Background: an optimization exercise with open tools, aiming at small area and a short achievable clock period. Do not read the settings as production practice.
Only simulation tests tie the RTL to the original design; equivalence was not proved.

Setup of alpha:
==> flow/design.v (excerpt) <==
module fir (
input [15:0] signal,
input clk,
output [15:0] out,
output [15:0] f1,
output [31:0] f2,f3,f4,
output [15:0] fo1
);
clock: 30.0 ns
lec_check: 0
abc_area: 1
cap_margin: 20
core_margin: 2
core_utilization: 40
cts_cluster_diameter: 60
cts_cluster_size: 40
slew_margin: 20
standard.sh (not shown) runs the stock make flow with config.mk's settings and CLKGATE_MAP_FILE= SYNTH_SCRIPT=/design/flow/synth_recipe.tcl, a recipe that flattens the netlist after the stock synthesis.
==> flow/flow/run.sh <==
#!/bin/bash
# The standard layout (the standard.sh); the ports are buffered by flow/ports.tcl
# instead of by ORFS's own buffer_ports call.
bash standard.sh DONT_BUFFER_PORTS=1 POST_GLOBAL_PLACE_TCL="$PWD/flow/ports.tcl" finish > standard.log 2>&1
==> flow/flow/ports.tcl <==
# Port buffering, run right after global placement in place of ORFS's own
# buffer_ports: every input but the clock gets a buf_4, every output a buf_1.
buffer_ports -inputs -buffer_cell sky130_fd_sc_hd__buf_4
buffer_ports -outputs -buffer_cell sky130_fd_sc_hd__buf_1
## Diff of input files: beta against alpha
==> flow/flow/run.sh <==
#!/bin/bash
# The standard layout (the standard.sh); the ports are buffered by flow/ports.tcl
# instead of by ORFS's own buffer_ports call.
bash standard.sh DONT_BUFFER_PORTS=1 PRE_GLOBAL_PLACE_TCL="$PWD/flow/ports.tcl" finish > standard.log 2>&1
==> flow/flow/ports.tcl <==
# Port buffering, run just before global placement in place of ORFS's own
# remove_buffers + buffer_ports: every input but the clock gets a buf_4,
# every output a buf_1. Placement then runs without ORFS's timing-driven
# mode, whose first step would remove these buffers again.
remove_buffers
buffer_ports -inputs -buffer_cell sky130_fd_sc_hd__buf_4
buffer_ports -outputs -buffer_cell sky130_fd_sc_hd__buf_1
set ::env(GPL_TIMING_DRIVEN) 0
Results
For beta and alpha, there was not a single run that failed to finish clean. alpha → beta: time the final worst path needs with I/O delays and setup went up by 300 ps. Summary of beta over alpha: maximum frequency saw a decrease; sequential share of layout area stayed essentially flat. Looking at total wire length after detailed routing across both flows, beta is the stronger of the two, with alpha trailing. beta reports a higher arrival time at the worst endpoint than alpha does.
The following lists how gamma was set up differently from beta:
- an added CTS_BUF_LIST of sky130_fd_sc_hd__clkbuf_8
- a change of CTS_CLUSTER_SIZE from 40 to 30
- a change of CTS_CLUSTER_DIAMETER from 60 to 40
==> flow/flow/run.sh <==
#!/bin/bash
# The standard layout (the standard.sh), with the ports buffered by buf_1 cells.
bash standard.sh BUFFER_PORTS_ARGS="-buffer_cell sky130_fd_sc_hd__buf_1" finish > standard.log 2>&1
removed: flow/flow/ports.tcl
==> run summary <==
Between gamma and beta, it is gamma whose area overhead of the layout relative to synthesis is higher, by 0.20 points.
gamma reports a higher maximum net fanout on the critical path than beta does.
From beta to gamma, instance count on the critical path did not move at all.
## Diff of input files: delta against gamma
- CTS_CLUSTER_SIZE changed from 30 to 40
- CTS_CLUSTER_DIAMETER changed from 40 to 60
- CTS_BUF_LIST changed from sky130_fd_sc_hd__clkbuf_8 to sky130_fd_sc_hd__clkbuf_8 sky130_fd_sc_hd__clkbuf_16
### Flow results
Per the comparison of delta with gamma, first-iteration DRC count up 10; setup slack after layout dropped 27 ps; number of ordinary inverters in the final layout held; length in cells of the worst reg-to-reg path ~0 delta.
H-tree depth down 1 in delta wrt gamma
Compared with gamma, delta shows met3 layer usage reported by global route lower by 1.1 points.
Between delta and gamma, it is delta whose number of stages on the worst setup path is lower, by about 30%.
For epsilon, these inputs were changed with respect to delta:
- a deleted CTS_BUF_LIST that had been sky130_fd_sc_hd__clkbuf_8 sky130_fd_sc_hd__clkbuf_16
==> flow/flow/run.sh <==
#!/bin/bash
# The standard layout (the standard.sh); the ports are buffered by flow/ports.tcl
# just before global placement instead of by ORFS's own buffer_ports call.
bash standard.sh DONT_BUFFER_PORTS=1 PRE_GLOBAL_PLACE_TCL="$PWD/flow/ports.tcl" finish > standard.log 2>&1
==> flow/flow/ports.tcl (new file) <==
# Port buffering for the layout (replaces ORFS's single buffer_ports call):
# every input but the clock gets a buf_4, every output a buf_1.
buffer_ports -inputs -buffer_cell sky130_fd_sc_hd__buf_4
buffer_ports -outputs -buffer_cell sky130_fd_sc_hd__buf_1
### Flow results
- delta has lower setup slack of the critical path after layout than epsilon.
- In the metrics for epsilon and delta, the one carrying the higher setup slack after placement is epsilon.
- delta was routed with more vias than epsilon.
- epsilon was carried through to the last stage, and its layout satisfied the timing, DRC and antenna checks.
- The run showing the greater routed wire length is delta.

========
Another version of the RTL of fir (not shown whole).
Size: roughly 2,000 cells after synthesis, about 330 flip-flops, about 0.021 sq mm of cells after synthesis.
Settings: LEC_CHECK=0, ABC_AREA=1, CAP_MARGIN=20, CORE_MARGIN=2, CORE_UTILIZATION=40, CTS_CLUSTER_DIAMETER=60, CTS_CLUSTER_SIZE=40, SLEW_MARGIN=20, SYNTH_HIERARCHICAL=1; clock period 30.0 ns.
==> flow/flow/run.sh <==
#!/bin/bash
# The standard layout (the standard.sh); the ports are buffered by flow/ports.tcl
# instead of by ORFS's own buffer_ports call.
bash standard.sh DONT_BUFFER_PORTS=1 POST_GLOBAL_PLACE_TCL="$PWD/flow/ports.tcl" finish > standard.log 2>&1
==> flow/flow/ports.tcl <==
# Port buffering, run right after global placement in place of ORFS's own
# buffer_ports: every input but the clock gets a buf_4, every output a buf_1.
buffer_ports -inputs -buffer_cell sky130_fd_sc_hd__buf_4
buffer_ports -outputs -buffer_cell sky130_fd_sc_hd__buf_1
The starting point went through all stages and came out clean.
==> next run, changes <==
==> flow/flow/run.sh (replaced) <==
#!/bin/bash
# The standard layout (the standard.sh); the ports are buffered by flow/ports.tcl
# instead of by ORFS's own buffer_ports call, and clock tree synthesis gets its
# arguments from CTS_ARGS.
bash standard.sh DONT_BUFFER_PORTS=1 POST_GLOBAL_PLACE_TCL="$PWD/flow/ports.tcl" \
  CTS_ARGS="-sink_clustering_enable -repair_clock_nets -sink_clustering_size 40 -sink_clustering_max_diameter 60 -dont_use_dummy_load" finish > standard.log 2>&1
CTS_CLUSTER_DIAMETER = not set   (was 60)
CTS_CLUSTER_SIZE = not set   (was 40)
Die area stays the same.
Final area drops slightly.
Count of clock-buffer cells in the layout drops by 2.
Wire length drops slightly.
Worst setup slack gains 37 ps.
First-iteration DRC count drops by roughly a tenth.
==> next run, changes <==
==> flow/flow/run.sh (replaced) <==
#!/bin/bash
# The standard layout (the standard.sh); the ports are buffered by flow/ports.tcl
# instead of by ORFS's own buffer_ports call.
bash standard.sh DONT_BUFFER_PORTS=1 POST_GLOBAL_PLACE_TCL="$PWD/flow/ports.tcl" finish > standard.log 2>&1
==> flow/flow/ports.tcl (replaced) <==
# Port buffering, run right after global placement in place of ORFS's own
# buffer_ports: every input but the clock gets a buf_8, every output a buf_1.
buffer_ports -inputs -buffer_cell sky130_fd_sc_hd__buf_8
buffer_ports -outputs -buffer_cell sky130_fd_sc_hd__buf_1
CTS_CLUSTER_DIAMETER = 60   (was not set)
CTS_CLUSTER_SIZE = 40   (was not set)
What happened: The changed run produced a clean layout. Count of clock-buffer cells in the layout went up by 4. Routed wire length went up by 1.1%. Cell area went up by 2.3%. Synthesized area stays the same. Via count went up by 0.56%. Non-clock buffer count is unchanged. Hold slack is better by 12 ps.
==> next run, changes <==
==> flow/flow/run.sh (replaced) <==
#!/bin/bash
# The standard layout (the standard.sh); the ports are buffered by flow/ports.tcl
# instead of by ORFS's own buffer_ports call, and clock tree synthesis gets its
# arguments from CTS_ARGS.
bash standard.sh DONT_BUFFER_PORTS=1 POST_GLOBAL_PLACE_TCL="$PWD/flow/ports.tcl" \
  CTS_ARGS="-sink_clustering_enable -repair_clock_nets -sink_clustering_size 60 -sink_clustering_max_diameter 50 -dont_use_dummy_load" finish > standard.log 2>&1
==> flow/flow/ports.tcl (replaced) <==
# Port buffering, run right after global placement in place of ORFS's own
# buffer_ports: every input but the clock gets a buf_4, every output a buf_1.
buffer_ports -inputs -buffer_cell sky130_fd_sc_hd__buf_4
buffer_ports -outputs -buffer_cell sky130_fd_sc_hd__buf_1
CTS_CLUSTER_DIAMETER = not set   (was 60)
CTS_CLUSTER_SIZE = not set   (was 40)
The changed run produced a clean layout.
Clock-buffer cell count goes down by 1.
Wire length decreases by about 1%.
Via count barely changes.
Maximum frequency went up by about 0.8%.
Area after synthesis does not change.
Synthesized cell count does not change.
Hold slack got worse by 16 ps.

========
fir with an RTL version that a note above also has.
## fir
module fir (
input [15:0] signal,
input clk,
output [15:0] out,
output [15:0] f1,
output [31:0] f2,f3,f4,
output [15:0] fo1
);
clock: 30.0 ns
lec_check: 0
abc_area: 1
cap_margin: 20
core_margin: 2
core_utilization: 40
cts_cluster_diameter: 60
cts_cluster_size: 40
slew_margin: 20
==> flow/flow/run.sh <==
#!/bin/bash
# The standard layout (the standard.sh), with the ports buffered by buf_1 cells.
bash standard.sh BUFFER_PORTS_ARGS="-buffer_cell sky130_fd_sc_hd__buf_1" finish > standard.log 2>&1
The starting point completed without violations.
Change:
CORE_UTILIZATION = 55   (was 40)
PLACE_DENSITY = 0.7   (was not set)
Result:
- The changed run produced a clean layout
- hold slack degrades by 0.0054 ns
- via count went up by 1.6%
- cell area decreases by 0.30%
- synthesized area does not change
- routed wire length shrinks by 3.3%

========
== main ==
fir again, from the RTL that the note above started with.
clock: 30.0 ns
lec_check: 0
abc_area: 1
cap_margin: 20
core_margin: 2
core_utilization: 40
slew_margin: 20
Scripts as last shown in full above: flow/flow/run.sh
Edits applied to the flow inputs when going from main to the feature branch:
# main
export LEC_CHECK = 0
export ABC_AREA = 1
export CAP_MARGIN = 20
export CORE_MARGIN = 2
export CORE_UTILIZATION = 40
export SLEW_MARGIN = 20
create_clock -name core_clock -period 30.0 [get_ports {clk}]
# the feature branch
export LEC_CHECK = 0
export ABC_AREA = 1
export CAP_MARGIN = 20
export CORE_MARGIN = 2
export CORE_UTILIZATION = 40
export CTS_BUF_LIST = sky130_fd_sc_hd__clkbuf_8
export CTS_CLUSTER_DIAMETER = 60
export CTS_CLUSTER_SIZE = 40
export SLEW_MARGIN = 20
create_clock -name core_clock -period 30.0 [get_ports {clk}]
## What came out
main reports its worst setup path startpoint as signal[10] while the feature branch reports m45d[1]. Summary of the feature branch over main: data arrival time at the worst-slack endpoint now sits higher. Taking main as the reference, in the feature branch share of layout cells above drive strength 1 decreased 0.24 points; area of the core essentially unchanged; aggregate global-route resource usage decreased 0.45 points; critical path depth increased 10; clock latency at the later pin of the worst-skew pair increased 50 ps. Routed wire length in the feature branch is 1.9% below main. Of the feature branch and main, the lower area growth from synthesis to layout belongs to the feature branch.

========
== the reference run ==
fir with an RTL version that a note above also has.
For scale: roughly 2000 cells after synthesis, roughly 330 flip-flops, ~160 I/O pins, about 21000 sq um of cells after synthesis.
// fir
module fir (
input [15:0] signal,
input clk,
output [15:0] out,
output [15:0] f1,
output [31:0] f2,f3,f4,
output [15:0] fo1
);
wire sign = signal[15];
wire expo_sign = signal[14];
wire [3:0] e = signal[13:10];
wire [11:0] w = {1'b1, signal[9:0], 1'b0};
wire [26:0] wl = {15'b0, w} << e;
wire [11:0] wr = w >> e;
wire left = expo_sign & (e != 4'd0);
wire zero = (signal == 16'b0);
wire [14:0] fv = zero ? 15'b0 : (left ? wl[16:2] : {3'b0, wr});
wire fz = (fv == 15'b0);
wire [15:0] mg = {sign & fz, fv};
wire [19:0] sx = {20{~sign}};
wire signed [15:0] xq_a = {1'b0, fv ^ {15{sign}}};
wire signed [15:0] xq_b = 16'sd0;
wire signed [15:0] xq;
wire [15:0] xq__p = xq_a ^ xq_b;
wire [15:0] xq__g0 = xq_a & xq_b;
wire [15:0] xq__g = {xq__g0[15:1], xq__g0[0] | (xq__p[0] & (sign))};
wire xq__G1 = xq__g[1] | (xq__p[1] & xq__g[0]);
wire xq__P1 = xq__p[1] & xq__p[0];
wire xq__G2 = xq__g[3] | (xq__p[3] & xq__g[2]);
wire xq__P2 = xq__p[3] & xq__p[2];
wire xq__G3 = xq__g[5] | (xq__p[5] & xq__g[4]);
wire xq__P3 = xq__p[5] & xq__p[4];
wire xq__G4 = xq__g[7] | (xq__p[7] & xq__g[6]);
wire xq__P4 = xq__p[7] & xq__p[6];
wire xq__G5 = xq__g[9] | (xq__p[9] & xq__g[8]);
wire xq__P5 = xq__p[9] & xq__p[8];
wire xq__G6 = xq__g[11] | (xq__p[11] & xq__g[10]);
wire xq__P6 = xq__p[11] & xq__p[10];
wire xq__G7 = xq__g[13] | (xq__p[13] & xq__g[12]);
wire xq__P7 = xq__p[13] & xq__p[12];
wire xq__G8 = xq__g[15] | (xq__p[15] & xq__g[14]);
wire xq__P8 = xq__p[15] & xq__p[14];
wire xq__G9 = xq__g[2] | (xq__p[2] & xq__G1);
wire xq__P9 = xq__p[2] & xq__P1;
  ...
==> flow/config.mk <==
export PLATFORM = sky130hd
export DESIGN_NAME = fir
export DESIGN_NICKNAME = fir
export VERILOG_FILES = /design/flow/design.v
export SDC_FILE = /design/flow/constraint.sdc
export NUM_CORES = 4
export LEC_CHECK = 0
export ABC_AREA = 1
export CAP_MARGIN = 20
export CORE_MARGIN = 2
export CORE_UTILIZATION = 40
export CTS_BUF_LIST = sky130_fd_sc_hd__clkbuf_16
export CTS_CLUSTER_DIAMETER = 50
export CTS_CLUSTER_SIZE = 60
export SLEW_MARGIN = 20
export SYNTH_HIERARCHICAL = 1
==> flow/constraint.sdc <==
create_clock -name core_clock -period 30.0 [get_ports {clk}]
set_input_delay 6.0000 -clock core_clock [delete_from_list [all_inputs] [get_ports {clk}]]
set_output_delay 6.0000 -clock core_clock [all_outputs]
set_load 0.01 [all_outputs]
==> flow/flow/run.sh <==
#!/bin/bash
# The standard layout (the standard.sh); the ports are buffered by flow/ports.tcl
# instead of by ORFS's own buffer_ports call.
bash standard.sh DONT_BUFFER_PORTS=1 POST_GLOBAL_PLACE_TCL="$PWD/flow/ports.tcl" finish > standard.log 2>&1
==> flow/flow/ports.tcl <==
# Port buffering, run right after global placement in place of ORFS's own
# buffer_ports: every input but the clock gets a buf_4, every output a buf_1.
buffer_ports -inputs -buffer_cell sky130_fd_sc_hd__buf_4
buffer_ports -outputs -buffer_cell sky130_fd_sc_hd__buf_1
Per the final summary, the reference run finished and its layout is clean on timing, DRC and antenna.
--- input diff the reference run..the trial run ---
Settings: removing CTS_CLUSTER_DIAMETER (formerly 50); removing CTS_CLUSTER_SIZE (formerly 60); removing CTS_BUF_LIST (formerly sky130_fd_sc_hd__clkbuf_16).
==> flow/flow/run.sh <==
#!/bin/bash
# The standard layout (the standard.sh); the ports are buffered by flow/ports.tcl
# instead of by ORFS's own buffer_ports call, and clock tree synthesis gets its
# arguments from CTS_ARGS.
bash standard.sh DONT_BUFFER_PORTS=1 POST_GLOBAL_PLACE_TCL="$PWD/flow/ports.tcl" \
  CTS_ARGS="-sink_clustering_enable -repair_clock_nets -sink_clustering_size 20 -sink_clustering_max_diameter 40 -dont_use_dummy_load -sink_clustering_buffer sky130_fd_sc_hd__clkbuf_8" finish > standard.log 2>&1
--- outcome ---
The final layouts of the reference run and the trial run pass the timing, DRC and antenna checks.
The trial run vs. the reference run: share of cell area taken by flip-flops and latches moved up, synthesis-to-finish area growth moved down, final cell area excluding filler cells moved down.
The trial run reports its type of the worst setup path as in2reg while the reference run reports reg2out.

========
== harbor ==
fir, a different RTL version from the one above (not shown whole).
Size in the first run: roughly 330 flip-flops, ~160 I/O pins, roughly 21000 µm² of cells after synthesis.
==> flow/config.mk <==
export PLATFORM = sky130hd
export DESIGN_NAME = fir
export DESIGN_NICKNAME = fir
export VERILOG_FILES = /design/flow/design.v
export SDC_FILE = /design/flow/constraint.sdc
export NUM_CORES = 4
export LEC_CHECK = 0
export ABC_AREA = 1
export CAP_MARGIN = 20
export CORE_MARGIN = 2
export CORE_UTILIZATION = 70
export PLACE_DENSITY = 0.8
export SLEW_MARGIN = 20
export SYNTH_HIERARCHICAL = 1
==> flow/constraint.sdc <==
create_clock -name core_clock -period 30.0 [get_ports {clk}]
set_input_delay 6.0000 -clock core_clock [delete_from_list [all_inputs] [get_ports {clk}]]
set_output_delay 6.0000 -clock core_clock [all_outputs]
set_load 0.01 [all_outputs]
==> flow/flow/run.sh <==
#!/bin/bash
# The standard layout (the standard.sh); flow/ports.tcl runs after global
# placement (port buffers, flip-flop drive), and clock tree synthesis gets its
# arguments from CTS_ARGS.
bash standard.sh DONT_BUFFER_PORTS=1 POST_GLOBAL_PLACE_TCL="$PWD/flow/ports.tcl" \
  CTS_ARGS="-sink_clustering_enable -repair_clock_nets -sink_clustering_size 40 -sink_clustering_max_diameter 60 -dont_use_dummy_load" finish > standard.log 2>&1
==> flow/flow/ports.tcl <==
# Run right after global placement.
# Port buffering in place of ORFS's own buffer_ports: every input but the clock
# gets a buf_4, every output a buf_1; the sign and exponent inputs, which fan out
# across the whole input shifter, get a buf_8 instead.
buffer_ports -inputs -buffer_cell sky130_fd_sc_hd__buf_4
buffer_ports -outputs -buffer_cell sky130_fd_sc_hd__buf_1
set block [ord::get_db_block]
foreach b {10 11 12 13 14 15} {
  foreach it [[[$block findBTerm "signal\[$b\]"] getNet] getITerms] {
    replace_cell [get_cells [[$it getInst] getName]] sky130_fd_sc_hd__buf_8
  }
}
# Stronger flip-flops (same cell, drive 4) for the registers that start the
# paths to the outputs, whose Q pins carry the largest loads.
foreach inst [get_cells *] {
  if {[regexp {^(n|s1|u)\[[0-9]+\]\$_DFF_P_$} [get_full_name $inst]] && [get_property $inst ref_name] eq "sky130_fd_sc_hd__dfxtp_1"} {
    replace_cell $inst sky130_fd_sc_hd__dfxtp_4
  }
}
--- input diff harbor..juniper ---
==> flow/flow/ports.tcl <==
# Run right after global placement.
# Port buffering in place of ORFS's own buffer_ports: every input but the clock
# gets a buf_4, every output a buf_1.
buffer_ports -inputs -buffer_cell sky130_fd_sc_hd__buf_4
buffer_ports -outputs -buffer_cell sky130_fd_sc_hd__buf_1
# Stronger flip-flops (same cell, drive 4) for the registers that start the
# paths to the outputs, whose Q pins carry the largest loads.
foreach inst [get_cells *] {
  if {[regexp {^(n|s1|u)\[[0-9]+\]\$_DFF_P_$} [get_full_name $inst]] && [get_property $inst ref_name] eq "sky130_fd_sc_hd__dfxtp_1"} {
    replace_cell $inst sky130_fd_sc_hd__dfxtp_4
  }
}
diff --git a/flow/config.mk b/flow/config.mk
--- a/flow/config.mk
+++ b/flow/config.mk
@@ -9,6 +9,6 @@
 export CAP_MARGIN = 20
 export CORE_MARGIN = 2
-export CORE_UTILIZATION = 70
-export PLACE_DENSITY = 0.8
+export CORE_UTILIZATION = 60
+export PLACE_DENSITY = 0.75
 export SLEW_MARGIN = 20
 export SYNTH_HIERARCHICAL = 1
Notes after the runs:
juniper against harbor: maximum frequency saw a decrease.
Summary of juniper over harbor: initial antenna violation count went down by 1, layout clock buffer count -about 3.7%.
Comparing harbor and juniper, the higher minimum period implied by the final worst setup slack was measured on juniper.
Setup slack: juniper worse than harbor
Die area up 16% in juniper wrt harbor
The following lists how amber was set up differently from juniper:
diff --git a/flow/flow/ports.tcl b/flow/flow/ports.tcl
--- a/flow/flow/ports.tcl
+++ b/flow/flow/ports.tcl
@@ -1,7 +1,14 @@
 # Run right after global placement.
 # Port buffering in place of ORFS's own buffer_ports: every input but the clock
-# gets a buf_4, every output a buf_1.
+# gets a buf_4, every output a buf_1; the sign and exponent inputs, which fan out
+# across the whole input shifter, get a buf_16 instead.
 buffer_ports -inputs -buffer_cell sky130_fd_sc_hd__buf_4
 buffer_ports -outputs -buffer_cell sky130_fd_sc_hd__buf_1
+set block [ord::get_db_block]
+foreach b {10 11 12 13 14 15} {
+  foreach it [[[$block findBTerm "signal\[$b\]"] getNet] getITerms] {
+    replace_cell [get_cells [[$it getInst] getName]] sky130_fd_sc_hd__buf_16
+  }
+}
 # Stronger flip-flops (same cell, drive 4) for the registers that start the
 # paths to the outputs, whose Q pins carry the largest loads.
[summary]
Of amber and juniper, amber shows the lower shortest clock period the worst path allows after layout, with juniper above it.
Comparing amber and juniper, the higher post-route clock period utilization is on juniper.
There was hardly any difference in area of the mapped netlist between juniper and amber.
Between juniper and amber, count of cell instances traversed by the critical path increased.
Comparing clock skew after layout for amber and juniper, the bigger number came from juniper.
NOTE: sequential share of layout area in amber falls short of that of juniper
[compare] base=juniper new=amber: utilization rose 0.34 points; final worst setup slack saw an increase; hold slack level.
Edits applied to the flow inputs when going from amber to raven:
==> flow/flow/ports.tcl <==
# Run right after global placement.
# Port buffering in place of ORFS's own buffer_ports: every input but the clock
# gets a buf_4, every output a buf_1.
buffer_ports -inputs -buffer_cell sky130_fd_sc_hd__buf_4
buffer_ports -outputs -buffer_cell sky130_fd_sc_hd__buf_1
# Stronger flip-flops (same cell, drive 4) for the registers that start the
# paths to the outputs, whose Q pins carry the largest loads.
foreach inst [get_cells *] {
  if {[regexp {^(n|s1|u)\[[0-9]+\]\$_DFF_P_$} [get_full_name $inst]] && [get_property $inst ref_name] eq "sky130_fd_sc_hd__dfxtp_1"} {
    replace_cell $inst sky130_fd_sc_hd__dfxtp_4
  }
}
diff --git a/flow/config.mk b/flow/config.mk
--- a/flow/config.mk
+++ b/flow/config.mk
@@ -9,6 +9,6 @@
 export CAP_MARGIN = 20
 export CORE_MARGIN = 2
-export CORE_UTILIZATION = 60
-export PLACE_DENSITY = 0.75
+export CORE_UTILIZATION = 50
+export PLACE_DENSITY = 0.65
 export SLEW_MARGIN = 20
 export SYNTH_HIERARCHICAL = 1
Results
raven was carried through to the last stage, and its layout satisfied the timing, DRC and antenna checks. amber → raven: final worst-path cycle share +0.34 points, count of non-filler cells in the finished layout increased by 2.9% relative to the old numbers, via count normalized by instance count went down 0.20, final worst hold slack grew by 0.0039 ns. Non-clock buffer count sits higher in raven than in amber.

[afterwards: timing with drivers on the ports]
No port has a modelled driver above. Below, the same layouts with a new extraction and two added sets of constraints. Step 1: set_driving_cell puts a clkbuf_16 on clk and a buf_2 on each other input, an assumption about the parent block. Step 2 adds t to the input delays and takes it off the output delays; t is the mean of the earliest and latest rising clock arrival at the registers after step 1. Input paths then give back, and output paths get back, about the clock's delay inside the block. a / b / c = ideal ports / drivers / drivers and shift; a / b = the first two.
| run | t, ns | setup WS [ns] | worst setup path at the end | worst register clock-pin slew, ns |
|---|---|---|---|---|
| alpha | 0.627 | 20.081 / 20.081 / 19.852 | input to register | 0.09 / 0.09 |
| beta | 0.644 | 19.786 / 19.786 / 19.552 | input to register | 0.10 / 0.10 |
| gamma | 0.678 | 19.934 / 19.934 / 19.326 | input to register | 0.11 / 0.11 |
| delta | 0.616 | 19.907 / 19.929 / 19.313 | input to register | 0.09 / 0.09 |
| epsilon | 0.635 | 20.020 / 20.020 / 19.730 | input to register | 0.08 / 0.08 |
| the first run of note 2 | 0.617 | 20.731 / 20.677 / 20.258 | input to register | 0.10 / 0.10 |
| the second run of note 2 | 0.589 | 20.768 / 20.715 / 20.238 | input to register | 0.10 / 0.10 |
| the third run of note 2 | 0.627 | 20.738 / 20.684 / 20.320 | input to register | 0.08 / 0.08 |
| the fourth run of note 2 | 0.601 | 20.814 / 20.768 / 20.242 | input to register | 0.08 / 0.08 |
| the first run of note 3 | 0.616 | 19.907 / 19.929 / 19.313 | input to register | 0.09 / 0.09 |
| the second run of note 3 | 0.637 | 19.599 / 19.629 / 18.992 | input to register | 0.09 / 0.09 |
| main | 0.615 | 19.939 / 19.951 / 19.346 | input to register | 0.08 / 0.08 |
| the feature branch | 0.663 | 19.929 / 19.929 / 19.348 | input to register | 0.13 / 0.13 |
| the reference run | 0.633 | 20.783 / 20.729 / 20.248 | input to register | 0.08 / 0.08 |
| the trial run | 0.556 | 20.787 / 20.789 / 20.260 | input to register | 0.10 / 0.10 |
| harbor | 0.592 | 21.325 / 21.296 / 20.749 | input to register | 0.08 / 0.08 |
| juniper | 0.599 | 21.254 / 21.285 / 20.686 | input to register | 0.09 / 0.09 |
| amber | 0.594 | 21.353 / 21.302 / 20.754 | input to register | 0.09 / 0.09 |
| raven | 0.603 | 21.251 / 21.273 / 20.670 | input to register | 0.09 / 0.09 |
After both steps every run listed still meets setup and hold. The setup slack of gamma, which loses most, moves by 0.000 ns with the drivers and by -0.608 ns with both steps.
